Context: an optimization exercise on an open-source flow, tuned for small area. The choices shown serve that exercise and are no tape-out recipe.
RTL that was checked went through simulation tests only; none was proved equivalent to the original.
Power is estimated from default activity; no workload was simulated.

== alpha ==
## alu
module alu (
	input			i_clk,
	input			i_rst_n,
	input			i_valid,
	input	signed	[7:0]	i_data_a,
	input	signed	[7:0]	i_data_b,
	input		[2:0]	i_inst,
	output			o_valid,
	output		[7:0]	o_data
);
Size in the first run: about 340 cells after synthesis, about 9 flip-flops, roughly 2200 sq um of cells after synthesis.
export LEC_CHECK = 0
export CAP_MARGIN = 20
export CORE_MARGIN = 2
export CORE_UTILIZATION = 40
export GPL_TIMING_DRIVEN = 0
export SETUP_SLACK_MARGIN = 0.35
export SLEW_MARGIN = 20
create_clock -name core_clock -period 7.0 [get_ports {i_clk}]
standard.sh (not shown) runs the stock make flow with config.mk's settings and CLKGATE_MAP_FILE= SYNTH_SCRIPT=/design/flow/synth_recipe.tcl, a recipe that flattens the netlist after the stock synthesis.
==> flow/flow/run.sh <==
#!/bin/bash
set -euo pipefail
W=$PWD
export FLOW_WORK=$W
export FLOW_ABC_SCRIPTS="$W/flow/abc/a1.abc $W/flow/abc/a2.abc $W/flow/abc/a3.abc $W/flow/abc/a4.abc $W/flow/abc/a5.abc"
LIB=$FLOW_HOME/platforms/sky130hd/lib/sky130_fd_sc_hd__tt_025C_1v80.lib

# impl.v must do what design.v does: prove it before laying it out
cat > equiv.ys <<EOY
read_liberty -ignore_miss_func $LIB
read_verilog -sv $W/design.v
rename alu gold
read_verilog -sv $W/flow/impl.v
proc; flatten; opt_clean
rename alu gate
miter -equiv -flatten -make_assert gold gate miter
hierarchy -top miter
flatten; async2sync; opt -fast
sat -verify -prove-asserts -set-init-zero -seq 2 -show-inputs miter
EOY
yosys -l equiv.log -q -s equiv.ys > /dev/null

MK=(make -C "$FLOW_HOME" DESIGN_CONFIG="$W/config.mk" WORK_HOME="$W/orfs"
    CLKGATE_MAP_FILE= SYNTH_SCRIPT="$W/flow/synth.tcl"
    VERILOG_FILES="$W/flow/impl.v" ADDER_MAP_FILE=
    "BUFFER_PORTS_ARGS=-buffer_cell sky130_fd_sc_hd__buf_1" SKIP_INCREMENTAL_REPAIR=1
    "CTS_ARGS=-sink_clustering_enable -repair_clock_nets -dont_use_dummy_load -buf_list sky130_fd_sc_hd__clkbuf_2 -root_buf sky130_fd_sc_hd__clkbuf_4")
if ! "${MK[@]}" synth > make_synth.log 2>&1; then
  # an ABC script can abort on some inputs: retry with the scripts that do not use &deepsyn
  rm -rf "$W/orfs/results" "$W/orfs/logs" "$W/orfs/reports" "$W/orfs/objects"
  export FLOW_ABC_SCRIPTS="$W/flow/abc/a2.abc $W/flow/abc/a3.abc"
  "${MK[@]}" synth > make_synth_retry.log 2>&1
fi
"${MK[@]}" finish > make_finish.log 2>&1
R=$W/orfs/results/sky130hd/alu/base
: # left out here: write the final layout as DEF
Other scripts of this flow, unchanged in this note and not shown: flow/flow/abc/a1.abc, flow/flow/abc/a2.abc, flow/flow/abc/a3.abc, flow/flow/abc/a4.abc, flow/flow/abc/a5.abc, flow/flow/impl.v, flow/flow/synth.tcl
diff inputs: alpha => beta
diff --git a/flow/flow/run.sh b/flow/flow/run.sh
--- a/flow/flow/run.sh
+++ b/flow/flow/run.sh
@@ -5 +5 @@
-export FLOW_ABC_SCRIPTS="$W/flow/abc/a1.abc $W/flow/abc/a2.abc $W/flow/abc/a3.abc $W/flow/abc/a4.abc $W/flow/abc/a5.abc"
+export FLOW_ABC_SCRIPTS="$W/flow/abc/a1.abc $W/flow/abc/a2.abc $W/flow/abc/a3.abc $W/flow/abc/a4.abc $W/flow/abc/a5.abc $W/flow/abc/a6.abc"
@@ -26 +26 @@
-    "BUFFER_PORTS_ARGS=-buffer_cell sky130_fd_sc_hd__buf_1" SKIP_INCREMENTAL_REPAIR=1
+    "BUFFER_PORTS_ARGS=-buffer_cell sky130_fd_sc_hd__buf_1" SKIP_INCREMENTAL_REPAIR=1 SETUP_MOVE_SEQUENCE=unbuffer,swap,buffer,split,sizeup,clone
==> flow/flow/abc/a6.abc (new file) <==
strash
balance; rewrite; refactor; balance; rewrite; rewrite -z; balance; refactor -z; rewrite -z; balance
&get -n
&deepsyn -T 60
&put
balance; rewrite; refactor; balance; rewrite; rewrite -z; balance; refactor -z; rewrite -z; balance
dch -f
amap -m
topo
mfs3 -ae -H 6 -R 4
mfs3 -ae -H 6 -R 4 -r
==> comparison <==
beta: PASS, flow complete, no timing, DRC or antenna violations
Final cycle utilization of the critical path: beta vs alpha down 1.3 points
Layout-stage area growth over the synthesis result | beta above alpha
Going from alpha to beta, sum of internal, switching and leakage power grows by about 0.8%.
In the flow results for beta and alpha, the part of the total power dissipated in the clock network is smaller on beta.
alpha has a higher overall die area than beta.
Relative to alpha, the critical path depth measured on beta has increased by a few percent.
Summary of the comparison: longest individual stage delay on the worst path is lower in beta, relative to alpha.


Another version of the RTL of alu (not shown whole).
Size in the first run: ~31 I/O pins, roughly 0.0025 mm² of cells after synthesis.
==> flow/design.v (excerpt) <==
module alu (
	input			i_clk,
	input			i_rst_n,
	input			i_valid,
	input	signed	[7:0]	i_data_a,
	input	signed	[7:0]	i_data_b,
	input		[2:0]	i_inst,
	output			o_valid,
	output		[7:0]	o_data
);
Settings: LEC_CHECK=0, CAP_MARGIN=20, CORE_MARGIN=2, CORE_UTILIZATION=40, CTS_BUF_LIST=sky130_fd_sc_hd__clkbuf_4, CTS_CLUSTER_DIAMETER=200, CTS_CLUSTER_SIZE=20, GPL_TIMING_DRIVEN=0, SLEW_MARGIN=20; clock period 7.0 ns.
==> flow/flow/run.sh <==
#!/bin/bash
set -euo pipefail
W=$PWD
export FLOW_WORK=$W
export FLOW_ABC_SCRIPT=$W/flow/area.abc
LIB=$FLOW_HOME/platforms/sky130hd/lib/sky130_fd_sc_hd__tt_025C_1v80.lib

# impl.v must do what design.v does: prove it before laying it out
cat > equiv.ys <<EOY
read_liberty -ignore_miss_func $LIB
read_verilog -sv $W/design.v
rename alu gold
read_verilog -sv $W/flow/impl.v
proc; flatten; opt_clean
rename alu gate
miter -equiv -flatten -make_assert gold gate miter
hierarchy -top miter
flatten; async2sync; opt -fast
sat -verify -prove-asserts -set-init-zero -seq 2 -show-inputs miter
EOY
yosys -l equiv.log -q -s equiv.ys > /dev/null

MK=(make -C "$FLOW_HOME" DESIGN_CONFIG="$W/config.mk" WORK_HOME="$W/orfs"
    CLKGATE_MAP_FILE= SYNTH_SCRIPT="$W/flow/synth.tcl"
    VERILOG_FILES="$W/flow/impl.v" ADDER_MAP_FILE=
    "BUFFER_PORTS_ARGS=-buffer_cell sky130_fd_sc_hd__buf_1")
"${MK[@]}" synth > make_synth.log 2>&1
"${MK[@]}" finish > make_finish.log 2>&1
R=$W/orfs/results/sky130hd/alu/base
: # left out here: write the final layout as DEF
Other scripts of this flow, unchanged in this note and not shown: flow/flow/area.abc, flow/flow/impl.v, flow/flow/synth.tcl
The starting point completed without violations.
Next try:
- CORE_UTILIZATION: 40 -> 60
- PLACE_DENSITY: unset -> 0.8
=> Hold slack gains 0.011 ns; power rose by 2.6%; setup slack loses 0.14 ns; first-iteration DRC count rose by 97%; combinational power rose by about 4%; global-route usage rose by 9.8 points; cell area rose by 1.7%; fmax fell by 2.0%; critical path depth does not change; non-clock buffer count rose by 10.
No functional check of the RTL was part of any run of this note.


lane 1:
Another version of the RTL of alu (not shown whole).
For scale: ~320 cells after synthesis, ~9 flip-flops, ~31 I/O pins.
Settings: LEC_CHECK=0, CAP_MARGIN=20, CORE_MARGIN=2, CORE_UTILIZATION=30, GPL_TIMING_DRIVEN=0, SLEW_MARGIN=20; clock period 7.0 ns.
==> flow/flow/run.sh <==
#!/bin/bash
set -euo pipefail
W=$PWD
export FLOW_WORK=$W
export FLOW_ABC_SCRIPTS="$W/flow/abc/a1.abc $W/flow/abc/a2.abc $W/flow/abc/a3.abc $W/flow/abc/a4.abc $W/flow/abc/a5.abc"
LIB=$FLOW_HOME/platforms/sky130hd/lib/sky130_fd_sc_hd__tt_025C_1v80.lib

# impl.v must do what design.v does: prove it before laying it out
cat > equiv.ys <<EOY
read_liberty -ignore_miss_func $LIB
read_verilog -sv $W/design.v
rename alu gold
read_verilog -sv $W/flow/impl.v
proc; flatten; opt_clean
rename alu gate
miter -equiv -flatten -make_assert gold gate miter
hierarchy -top miter
flatten; async2sync; opt -fast
sat -verify -prove-asserts -set-init-zero -seq 2 -show-inputs miter
EOY
yosys -l equiv.log -q -s equiv.ys > /dev/null

MK=(make -C "$FLOW_HOME" DESIGN_CONFIG="$W/config.mk" WORK_HOME="$W/orfs"
    CLKGATE_MAP_FILE= SYNTH_SCRIPT="$W/flow/synth.tcl"
    VERILOG_FILES="$W/flow/impl.v" ADDER_MAP_FILE=
    "BUFFER_PORTS_ARGS=-buffer_cell sky130_fd_sc_hd__buf_1"
    "CTS_ARGS=-sink_clustering_enable -repair_clock_nets -dont_use_dummy_load -buf_list sky130_fd_sc_hd__clkbuf_2 -root_buf sky130_fd_sc_hd__clkbuf_4")
if ! "${MK[@]}" synth > make_synth.log 2>&1; then
  # an ABC script can abort on some inputs: retry with the scripts that do not use &deepsyn
  rm -rf "$W/orfs/results" "$W/orfs/logs" "$W/orfs/reports" "$W/orfs/objects"
  export FLOW_ABC_SCRIPTS="$W/flow/abc/a2.abc $W/flow/abc/a3.abc"
  "${MK[@]}" synth > make_synth_retry.log 2>&1
fi
"${MK[@]}" finish > make_finish.log 2>&1
R=$W/orfs/results/sky130hd/alu/base
: # left out here: write the final layout as DEF
Other scripts of this flow, unchanged in this note and not shown: flow/flow/abc/a1.abc, flow/flow/abc/a2.abc, flow/flow/abc/a3.abc, flow/flow/abc/a4.abc, flow/flow/abc/a5.abc, flow/flow/impl.v, flow/flow/synth.tcl
Lane 1 has completed all stages; timing, DRC and antenna checks passed.
Edits applied to the flow inputs when going from lane 1 to lane 2:
-- flow/config.mk --
<<< lane 1, line 8
export CAP_MARGIN = 20
export CORE_MARGIN = 2
export CORE_UTILIZATION = 30
export GPL_TIMING_DRIVEN = 0
export SLEW_MARGIN = 20
>>> lane 2, line 8
export CAP_MARGIN = 20
export CORE_MARGIN = 2
export CORE_UTILIZATION = 55
export GPL_TIMING_DRIVEN = 0
export SLEW_MARGIN = 20
Comparing lane 1 against lane 2, there is no change at all in number of setup buffers added after CTS. Lane 2 ended with more starting density of the core than lane 1. In lane 2, non-clock buffer count is lower than in lane 1. Lane 2 ended with every stage complete and zero timing, DRC or antenna violations. Relative to lane 1, number of gates resized after CTS has increased by 1 in lane 2. Compared with lane 1, in lane 2 power in sequential cells roughly the same; die area lower; post-route total power higher; height of the die lower; worst setup slack lower.
The inputs of lane 3 differ from those of lane 2 as listed below.
-- flow/config.mk --
<<< lane 2, line 8
export CAP_MARGIN = 20
export CORE_MARGIN = 2
export CORE_UTILIZATION = 55
export GPL_TIMING_DRIVEN = 0
export SLEW_MARGIN = 20
>>> lane 3, line 8
export CAP_MARGIN = 20
export CORE_MARGIN = 2
export CORE_UTILIZATION = 40
export GPL_TIMING_DRIVEN = 0
export PLACE_DENSITY = 0.9
export SLEW_MARGIN = 20
--- outcome ---
| power attributed to sequential cells | higher: lane 3 |
Higher critical path's largest stage delay goes to lane 2 over lane 3.
Routed wire length of lane 3 exceeds that of lane 2 by a few percent.


alu, a different RTL version from the one above (not shown whole).
For scale: ~370 cells after synthesis, about 9 flip-flops, roughly 2500 um2 of cells after synthesis.
clock: 7.0 ns
lec_check: 0
cap_margin: 20
core_margin: 2
core_utilization: 40
slew_margin: 20
==> flow/flow/run.sh <==
#!/bin/bash
set -euo pipefail
W=$PWD
export FLOW_WORK=$W
export FLOW_ABC_SCRIPT=$W/flow/area.abc
LIB=$FLOW_HOME/platforms/sky130hd/lib/sky130_fd_sc_hd__tt_025C_1v80.lib

# impl.v must do what design.v does: prove it before laying it out
cat > equiv.ys <<EOY
read_liberty -ignore_miss_func $LIB
read_verilog -sv $W/design.v
rename alu gold
read_verilog -sv $W/flow/impl.v
proc; flatten; opt_clean
rename alu gate
miter -equiv -flatten -make_assert gold gate miter
hierarchy -top miter
flatten; async2sync; opt -fast
sat -verify -prove-asserts -set-init-zero -seq 2 -show-inputs miter
EOY
yosys -l equiv.log -q -s equiv.ys > /dev/null

MK=(make -C "$FLOW_HOME" DESIGN_CONFIG="$W/config.mk" WORK_HOME="$W/orfs"
    CLKGATE_MAP_FILE= SYNTH_SCRIPT="$W/flow/synth.tcl"
    VERILOG_FILES="$W/flow/impl.v" ADDER_MAP_FILE=
    "BUFFER_PORTS_ARGS=-buffer_cell sky130_fd_sc_hd__buf_1")
"${MK[@]}" synth > make_synth.log 2>&1
"${MK[@]}" finish > make_finish.log 2>&1
R=$W/orfs/results/sky130hd/alu/base
: # left out here: write the final layout as DEF
Other scripts of this flow, unchanged in this note and not shown: flow/flow/area.abc, flow/flow/impl.v, flow/flow/synth.tcl
Then changed:
- CTS_BUF_LIST: unset -> sky130_fd_sc_hd__clkbuf_2
- GPL_TIMING_DRIVEN: unset -> 0
After rerunning: Maximum frequency is lower by about 2%; design area is lower by about 5%; synthesized cell count stays the same; wire length goes down by about 10%; global-route usage decreases by 2.3 points; core utilization shrinks by 2.3 points; setup slack got worse by 0.13 ns.


alu, a different RTL version from the one above (not shown whole).
Size: about 330 cells after synthesis, about 31 I/O pins.
clock: 7.0 ns
lec_check: 0
cap_margin: 20
core_margin: 2
core_utilization: 40
cts_buf_list: sky130_fd_sc_hd__clkbuf_2
gpl_timing_driven: 0
slew_margin: 20
==> flow/flow/run.sh <==
#!/bin/bash
set -euo pipefail
W=$PWD
export FLOW_WORK=$W
export FLOW_ABC_SCRIPTS="$W/flow/abc/a1.abc $W/flow/abc/a2.abc $W/flow/abc/a3.abc $W/flow/abc/a4.abc"
LIB=$FLOW_HOME/platforms/sky130hd/lib/sky130_fd_sc_hd__tt_025C_1v80.lib

# impl.v must do what design.v does: prove it before laying it out
cat > equiv.ys <<EOY
read_liberty -ignore_miss_func $LIB
read_verilog -sv $W/design.v
rename alu gold
read_verilog -sv $W/flow/impl.v
proc; flatten; opt_clean
rename alu gate
miter -equiv -flatten -make_assert gold gate miter
hierarchy -top miter
flatten; async2sync; opt -fast
sat -verify -prove-asserts -set-init-zero -seq 2 -show-inputs miter
EOY
yosys -l equiv.log -q -s equiv.ys > /dev/null

MK=(make -C "$FLOW_HOME" DESIGN_CONFIG="$W/config.mk" WORK_HOME="$W/orfs"
    CLKGATE_MAP_FILE= SYNTH_SCRIPT="$W/flow/synth.tcl"
    VERILOG_FILES="$W/flow/impl.v" ADDER_MAP_FILE=
    "BUFFER_PORTS_ARGS=-buffer_cell sky130_fd_sc_hd__buf_1"
    "CTS_ARGS=-sink_clustering_enable -repair_clock_nets -dont_use_dummy_load -buf_list sky130_fd_sc_hd__clkbuf_2 -root_buf sky130_fd_sc_hd__clkbuf_4")
"${MK[@]}" synth > make_synth.log 2>&1
"${MK[@]}" finish > make_finish.log 2>&1
R=$W/orfs/results/sky130hd/alu/base
: # left out here: write the final layout as DEF
Other scripts of this flow, unchanged in this note and not shown: flow/flow/abc/a1.abc, flow/flow/abc/a2.abc, flow/flow/abc/a3.abc, flow/flow/abc/a4.abc, flow/flow/impl.v, flow/flow/synth.tcl
The starting point went through all stages and came out clean.
Next try:
--- a/flow/flow/run.sh
+++ b/flow/flow/run.sh
@@ -25,3 +25,3 @@
     VERILOG_FILES="$W/flow/impl.v" ADDER_MAP_FILE=
-    "BUFFER_PORTS_ARGS=-buffer_cell sky130_fd_sc_hd__buf_1"
+    "BUFFER_PORTS_ARGS=-buffer_cell sky130_fd_sc_hd__buf_1" SKIP_CTS_REPAIR_TIMING=1
     "CTS_ARGS=-sink_clustering_enable -repair_clock_nets -dont_use_dummy_load -buf_list sky130_fd_sc_hd__clkbuf_2 -root_buf sky130_fd_sc_hd__clkbuf_4")
After rerunning: Clock power went up by about 1%. Sequential cell count stays the same. Critical path depth is unchanged. Setup slack degrades by 0.017 ns. Non-clock buffer count went up by 3.

-- re-timing with driven ports --
Ports are ideal in the flow. The routed layouts listed here were re-timed in OpenROAD. Step 1: set_driving_cell puts a clkbuf_16 on i_clk and a buf_2 on each other input, an assumption about the parent block. Step 2 times the ports against the registers' clock, not the clock port: input delays grow and output delays shrink by t, the midpoint of the rising clock arrivals with the driver on. a / b / c = ideal / step 1 / step 2; a / b = the first two.
| run | t, ns | slack for setup (ns) | worst setup path after step 2 |
|---|---|---|---|
| alpha | 0.278 | 0.316 / 0.312 / 0.034 | input to register |
| beta | 0.281 | 0.410 / 0.404 / 0.123 | input to register |
| the first run of note 2 | 0.293 | 0.358 / 0.361 / 0.068 | input to register |
| the second run of note 2 | 0.279 | 0.222 / 0.220 / -0.059 | input to register |
| lane 1 | 0.269 | 0.366 / 0.355 / 0.086 | input to register |
| lane 2 | 0.283 | 0.327 / 0.322 / 0.038 | input to register |
| lane 3 | 0.297 | 0.329 / 0.328 / 0.031 | input to register |
| the first run of note 4 | 0.260 | 0.523 / 0.526 / 0.266 | input to register |
| the second run of note 4 | 0.254 | 0.389 / 0.380 / 0.127 | input to register |
| the first run of note 5 | 0.298 | 0.383 / 0.388 / 0.090 | input to register |
| the second run of note 5 | 0.300 | 0.367 / 0.371 / 0.071 | input to register |
With both steps, setup timing fails in the second run of note 2, where it was met with ideal ports. For lane 3, which loses most, drivers alone change the setup slack by -0.001 ns; drivers and shift together by -0.298 ns.
